This is an optimization exercise on Yosys and OpenROAD, whose aim is small area, not a production implementation.
Only the layout flow was run in this run; the RTL was not checked for function there.

$ cat config.mk
export PLATFORM = sky130hd
export DESIGN_NAME = systolic
export DESIGN_NICKNAME = systolic
export VERILOG_FILES = /design/flow/design.v
export SDC_FILE = /design/flow/constraint.sdc
export NUM_CORES = 4
export LEC_CHECK = 0
export CAP_MARGIN = 20
export CORE_MARGIN = 2
export CORE_UTILIZATION = 45
export PLACE_DENSITY = 0.6
export SLEW_MARGIN = 20
$ cat constraint.sdc
create_clock -name core_clock -period 8.0 [get_ports {CLK}]
set_input_delay 1.6000 -clock core_clock [delete_from_list [all_inputs] [get_ports {CLK}]]
set_output_delay 1.6000 -clock core_clock [all_outputs]
set_load 0.01 [all_outputs]
$ cat design.v
module pe(
    input CLK,
    input [3-1:0] Row_ID,
    input signed [8-1:0] Data_I_In, 
    input signed [8-1:0] Data_W_In,
    input EN_W_In,
    input [3-1:0] EN_ID_In,
    input signed [24-1:0] Psum_In,
    input [16-1:0] Addr_P_In,
    input [1-1:0] Valid_P_In,
    output reg [8-1:0] Data_I_Out,
    output reg signed [8-1:0] Data_W_Out,
    output reg EN_W_Out,
    output reg [3-1:0] EN_ID_Out,
    output reg signed [24-1:0] Psum_Out,
    output reg [16-1:0]   Addr_P_Out,
    output reg [1-1:0]  Valid_P_Out
);
reg signed [8-1:0] Data_W_Buf;
wire signed [8:0] Data_I_Signed = {1'b0, Data_I_In};
always @(posedge CLK) begin
    Data_I_Out <= Data_I_In;
    Data_W_Out <= Data_W_In;
    EN_W_Out <= EN_W_In;
    EN_ID_Out <= EN_ID_In;
    Addr_P_Out <= Addr_P_In;
    Valid_P_Out <= Valid_P_In;
    if (EN_W_In && (EN_ID_In == Row_ID)) 
        Data_W_Buf <= Data_W_In;
    Psum_Out <= Data_I_In * Data_W_Buf + Psum_In;
end
endmodule
module systolic(
    input CLK,
    input [8*8-1:0] i_Data_I_In,
    input [4*8-1:0] i_Data_W_In,
    input [4-1:0] i_EN_W_In,
    input [3-1:0] i_EN_ID_In,
    input [4*24-1:0] i_Psum_In,
    output [4*24-1:0] o_Psum_Out,
    input  [4*16-1:0] i_Addr_P_In,
    input  [4*1-1:0] i_Valid_P_In,
    output [4*16-1:0] o_Addr_P_Out,
    output [4*1-1:0] o_Valid_P_Out
);
wire [4*8*8-1:0] Data_I_In;
wire [4*8*8-1:0] Data_I_Out;
wire [4*8*8-1:0] Data_W_In;
wire [4*8*8-1:0] Data_W_Out;
wire [4*8-1:0] EN_W_In;
wire [4*8-1:0] EN_W_Out;
wire [4*8*3-1:0] EN_ID_In;
wire [4*8*3-1:0] EN_ID_Out;
wire [4*8*24-1:0] Psum_In;
wire [4*8*24-1:0] Psum_Out;
wire [4*8*16-1:0] Addr_P_In;
wire [4*8*1-1:0] Valid_P_In;
wire [4*8*16-1:0] Addr_P_Out;
wire [4*8*1-1:0] Valid_P_Out;
genvar i, j;
generate
    for(i = 0; i < 4; i = i + 1) begin: loop_pe_col
        assign o_Addr_P_Out[16 * i +:16] = Addr_P_Out[16 * i + 16 * 4 * (8 - 1) +: 16];
        assign o_Valid_P_Out[1 * i +:1] = Valid_P_Out[1 * i + 1 * 4 * (8 - 1) +: 1];
        assign o_Psum_Out[24 * i +:24] = Psum_Out[24 * i + 24 * 4 * (8 - 1) +: 24];
        for(j = 0; j < 8; j = j + 1) begin: loop_pe_row
            pe pe_inst (
                .CLK(CLK),
                .Row_ID(j),
                .Data_I_In(Data_I_In[8 * i + 8 * 4 * j +: 8]),
                .Data_I_Out(Data_I_Out[8 * i + 8 * 4 * j +: 8]),
                .Data_W_In(Data_W_In[8 * i + 8 * 4 * j +: 8]),
                .Data_W_Out(Data_W_Out[8 * i + 8 * 4 * j +: 8]),
                .EN_W_In(EN_W_In[i + 4 * j]),
                .EN_W_Out(EN_W_Out[i + 4 * j]),
                .EN_ID_In(EN_ID_In[3 * i + 3 * 4 * j +: 3]),
                .EN_ID_Out(EN_ID_Out[3 * i + 3 * 4 * j +: 3]),
                .Psum_In(Psum_In[24 * i + 24 * 4 * j +: 24]),
                .Psum_Out(Psum_Out[24 * i + 24 * 4 * j +: 24]),
                .Addr_P_In(Addr_P_In[16 * i + 16 * 4 * j +: 16]),
                .Valid_P_In(Valid_P_In[1 * i + 1 * 4 * j +: 1]),
                .Addr_P_Out(Addr_P_Out[16 * i + 16 * 4 * j +: 16]),
                .Valid_P_Out(Valid_P_Out[1 * i + 1 * 4 * j +: 1])
            );
            if (j > 0) begin  
                assign Data_W_In[8 * i + 8 * 4 * j +: 8] = Data_W_Out[8 * i + 8 * 4 * (j - 1) +: 8];
                assign EN_W_In[i + 4 * j] = EN_W_Out[i + 4 * (j - 1)];
                assign EN_ID_In[3 * i + 3 * 4 * j +: 3] = EN_ID_Out[3 * i + 3 * 4 * (j - 1) +: 3];
                assign Psum_In[24 * i + 24 * 4 * j +: 24] = Psum_Out[24 * i + 24 * 4 * (j - 1) +: 24];
                assign Addr_P_In[16 * i + 16 * 4 * j +: 16] = Addr_P_Out[16 * i + 16 * 4 * (j - 1) +: 16];
                assign Valid_P_In[1 * i + 1 * 4 * j +: 1] = Valid_P_Out[1 * i + 1 * 4 * (j - 1) +: 1];
            end
            else begin  
                assign Data_W_In[8 * i + 8 * 4 * j +: 8] = i_Data_W_In[8 * i +: 8];
                assign EN_W_In[i + 4 * j] = i_EN_W_In[i];
                assign EN_ID_In[3 * i + 3 * 4 * j +: 3] = i_EN_ID_In[3 * 0 +: 3];
                assign Psum_In[24 * i + 24 * 4 * j +: 24] = i_Psum_In[24 * i +: 24];
                assign Addr_P_In[16 * i + 16 * 4 * j +: 16] = i_Addr_P_In[16 * i +: 16];
                assign Valid_P_In[1 * i + 1 * 4 * j +: 1] = i_Valid_P_In[1 * i +: 1];
            end
            if (i > 0) begin  
                assign Data_I_In[8 * i + 8 * 4 * j +: 8] = Data_I_Out[8 * (i - 1) + 8 * 4 * j +: 8];
            end
            else begin  
                assign Data_I_In[8 * i + 8 * 4 * j +: 8] = i_Data_I_In[8 * j +: 8];
            end
        end
    end
endgenerate
endmodule
$ cat run.sh
#!/bin/bash
# synth_recipe.tcl (not shown) runs the flow's synth.tcl, then flattens the netlist and writes it again
# the make line also repeats each setting of config.mk as NAME=value (left out here)
make -C /OpenROAD-flow-scripts/flow DESIGN_CONFIG=/design/flow/config.mk WORK_HOME=/design/flow/orfs CLKGATE_MAP_FILE= SYNTH_SCRIPT=/design/flow/synth_recipe.tcl finish
==> metrics.csv <==
metric,value,unit
status,"complete, no violations",
Mapped Cells,15300,
Synth Register Bits,2033,
skew final,0.0644,ns
largest net degree at the start of global routing,18,
Crit. End Element,flop,
r2r setup slk,0.69,ns
Final ANT Viol Nets,0,
"commonest non-fill, non-tap cell in the layout",inv_1,
capturing point of the worst reg2reg path,loop_pe_col[2].loop_pe_row[2].pe_inst.Psum_Out[23],
asr flop ratio synth,0,
Synth cell types,92,
CTS Buf Count,233,
Die Span Y,591,microns
CTS tree,built,
DR vias,101000,
CTS Root Cell,clkbuf_16,
Hold Path End,loop_pe_col[2].loop_pe_row[1].pe_inst.EN_W_Out,
fin crit period,7.31,ns
initial drt markers,4256,
Hold Crit Depth,0,
sequential cell area fraction in the yosys report,0.279,
drt via density,4.83,
Chip Width,591,microns
CP peak stage delay,0.54,ns
f_max,137,MHz
GPL Wtd Cong,0.858,
Syn-to-layout area delta,12.1,%
max_slew headroom,0.309,
hold path startpoint,loop_pe_col[2].loop_pe_row[0].pe_inst.EN_W_Out,
"Setup violations, final",0,
Post-Syn Area,0.155,sq mm
top_reg_cell synth,dfxtp_1,
highest-delay cell along the critical path,fa_1,
Setup Slack @ Placement,-0.0996,ns
gr usage total,0.191,
first-pass GRT wire length,539,mm
R2R cell count,26,
critical path data arrival time,8.07,ns
yosys warns,33,
max-cap viol count,0,
initial antenna violation count,12,
CTS max path bufs,4,
post-route cell area,0.174,sq mm
CP required,8.75,ns
setup ws final,0.685,ns
post-CTS setup buffers,0,
period utilisation layout,0.914,
CTS Sinks,2033,
Least-Margin Pin Slew,1.03,ns
PortBufs,431,
total grt overflow,0,
row count,215,
most frequent cells in the layout,"2868 x inv_1, 1792 x fa_1, 1777 x dfxtp_1",
vias in the first global route,102000,
drt wl/cell,15.9,microns
number of synthesized flops with an enable pin,256,
Core ar.,0.343,sq mm
RSZ-0062 raised after global routing,false,
drt first pass iters,5,
Post-Syn Area per Cell,10.1,sq um
Initial Utilization,0.452,
final hold violation count,0,
Worst path top cell family by delay,adder cells,
cell area after placement,0.166,sq mm
CP max FO,8,
worst hold path class,flop to flop,
"Net Count, Synth",19100,
share of post-route cells with drive strength above 1,0.0390,
Hold Buf Count CTS,0,
post-CTS sizing,0,
"Slew Viols, Final",0,
Worst setup SP type,flop,
DRC,0,
WP buf/inv,5,
# H-tree levels,4,
Routed WL,331,mm
kind of critical path,flop to flop,
"Clk Latency, worst-skew pair",0.94,ns
Worst-path clk slew,0.06,ns
Detail Placement HPWL,276,mm
nets@finish,19900,
# IOs,432,
DIE AREA,0.350,sq mm
[cells in the mapped netlist, types with 259 or more instances]
cell type	number	area, sq um
a21o_1	259	1940
a21oi_1	700	3500
and2_1	1447	9050
dfxtp_1	1777	35600
fa_1	1792	35900
ha_1	1728	21600
inv_1	2868	10800
nand2_1	669	2510
nor2_1	489	1840
nor2b_1	273	1710
xnor2_1	921	8070
xor2_1	269	2360
[routing by layer]
metal	global-route usage	vias up	wire length, microns
met1	0.275	48600	161000
met3	0.0221	334	11200
met4	0.0358	6	5770
met2	0.312	1283	152000
met5	0	-	38
li1	-	50400	-
[area by class of cell]
| class | count | area (sq um) |
|---|---|---|
| inverter | 2868 | 10800 |
| tap | 4557 | 5700 |
| clock inverter | 153 | 1670 |
| clock buffer | 284 | 6320 |
| sequential | 2033 | 43300 |
| multi-input combinational | 10400 | 101000 |
| fill | 31800 | 169000 |
| antenna | 10 | 25.0 |
| timing repair buffer | 535 | 5090 |
[worst max-delay path by stage]
stage                          startpoint  cells after the start                                                 end  slack, ns
after floorplan           i_Data_I_In[29]                     25  loop_pe_col[0].loop_pe_row[3].pe_inst.Psum_Out[23]       0.50
after global placement    i_Data_I_In[29]                     27  loop_pe_col[0].loop_pe_row[3].pe_inst.Psum_Out[23]      -0.09
after detailed placement  i_Data_I_In[28]                     29  loop_pe_col[0].loop_pe_row[3].pe_inst.Psum_Out[23]       -0.1
after CTS                            flop                     26  loop_pe_col[2].loop_pe_row[2].pe_inst.Psum_Out[23]       0.63
after global routing                 flop                     26  loop_pe_col[2].loop_pe_row[2].pe_inst.Psum_Out[23]       0.30
final                                flop                     26  loop_pe_col[2].loop_pe_row[2].pe_inst.Psum_Out[23]       0.69
[sequential cells by signal (all words and copies together), names as in the netlist]
signal	flops
loop_pe_col.loop_pe_row.pe_inst.Data_W_Out	224
loop_pe_col.loop_pe_row.pe_inst.Data_I_Out	192
loop_pe_col.loop_pe_row.pe_inst.EN_ID_Out	21
loop_pe_col.loop_pe_row.pe_inst.Valid_P_Out	32
loop_pe_col.loop_pe_row.pe_inst.Data_W_Buf	256
loop_pe_col.loop_pe_row.pe_inst.EN_W_Out	28
loop_pe_col.loop_pe_row.pe_inst.Addr_P_Out	512
loop_pe_col.loop_pe_row.pe_inst.Psum_Out	768
[cell families (layout without fill, tap and decap cells)]
logic type / count (synthesis) / count (layout) / synth area share
xor+xnor: 1198 / 1198 / 0.0683
buf+inv: 2880 / 3840 / 0.0697
other cells: 0 / 10 / 0
flops: 2033 / 2033 / 0.279
mux: 34 / 34 / 0.00245
fa+ha+maj: 3520 / 3520 / 0.370
simple gates: 3663 / 3663 / 0.127
compound gates: 1988 / 1988 / 0.0833
[per-stage QoR]
| step | TNS [ns] | hold slack [ns] | util | instances |
|---|---|---|---|---|
| after floorplan | 0 | 0.310 | - | 15300 |
| after global placement | -0.0919 | 0.310 | 0.483 | 20400 |
| after detailed placement | -0.178 | 0.312 | 0.483 | 20400 |
| after CTS | 0 | 0.306 | 0.507 | 20800 |
| after global routing | 0 | 0.310 | 0.507 | 20800 |
| final | 0 | 0.309 | 0.507 | 20800 |

==> port drivers added, routing unchanged <==
In the flow no input, the clock included, has a driving cell. The finished layout below was timed again as built, in two steps. Step 1, drivers: a clkbuf_16 drives CLK and a buf_2 each remaining input, both assumed. Step 2, shift: input delay + t, output delay - t, t = (earliest + latest rising clock arrival at the registers) / 2. This alone moves slack from input paths to output paths. Slacks: no drivers / after step 1 / after step 2; pairs: no drivers / after step 1.
shift t [ns]: 1.006
setup slack, ns: 0.685 / 0.685 / -0.044
worst hold slack (ns): 0.309 / 0.309 / 0.309
worst register clock-pin slew, ns: 0.07 / 0.07
cell pins on the clock port's net: 1
Met with ideal ports but missed after step 2: setup timing in this run. For this run, drivers alone change the setup slack by 0.000 ns; drivers and shift together by -0.729 ns.
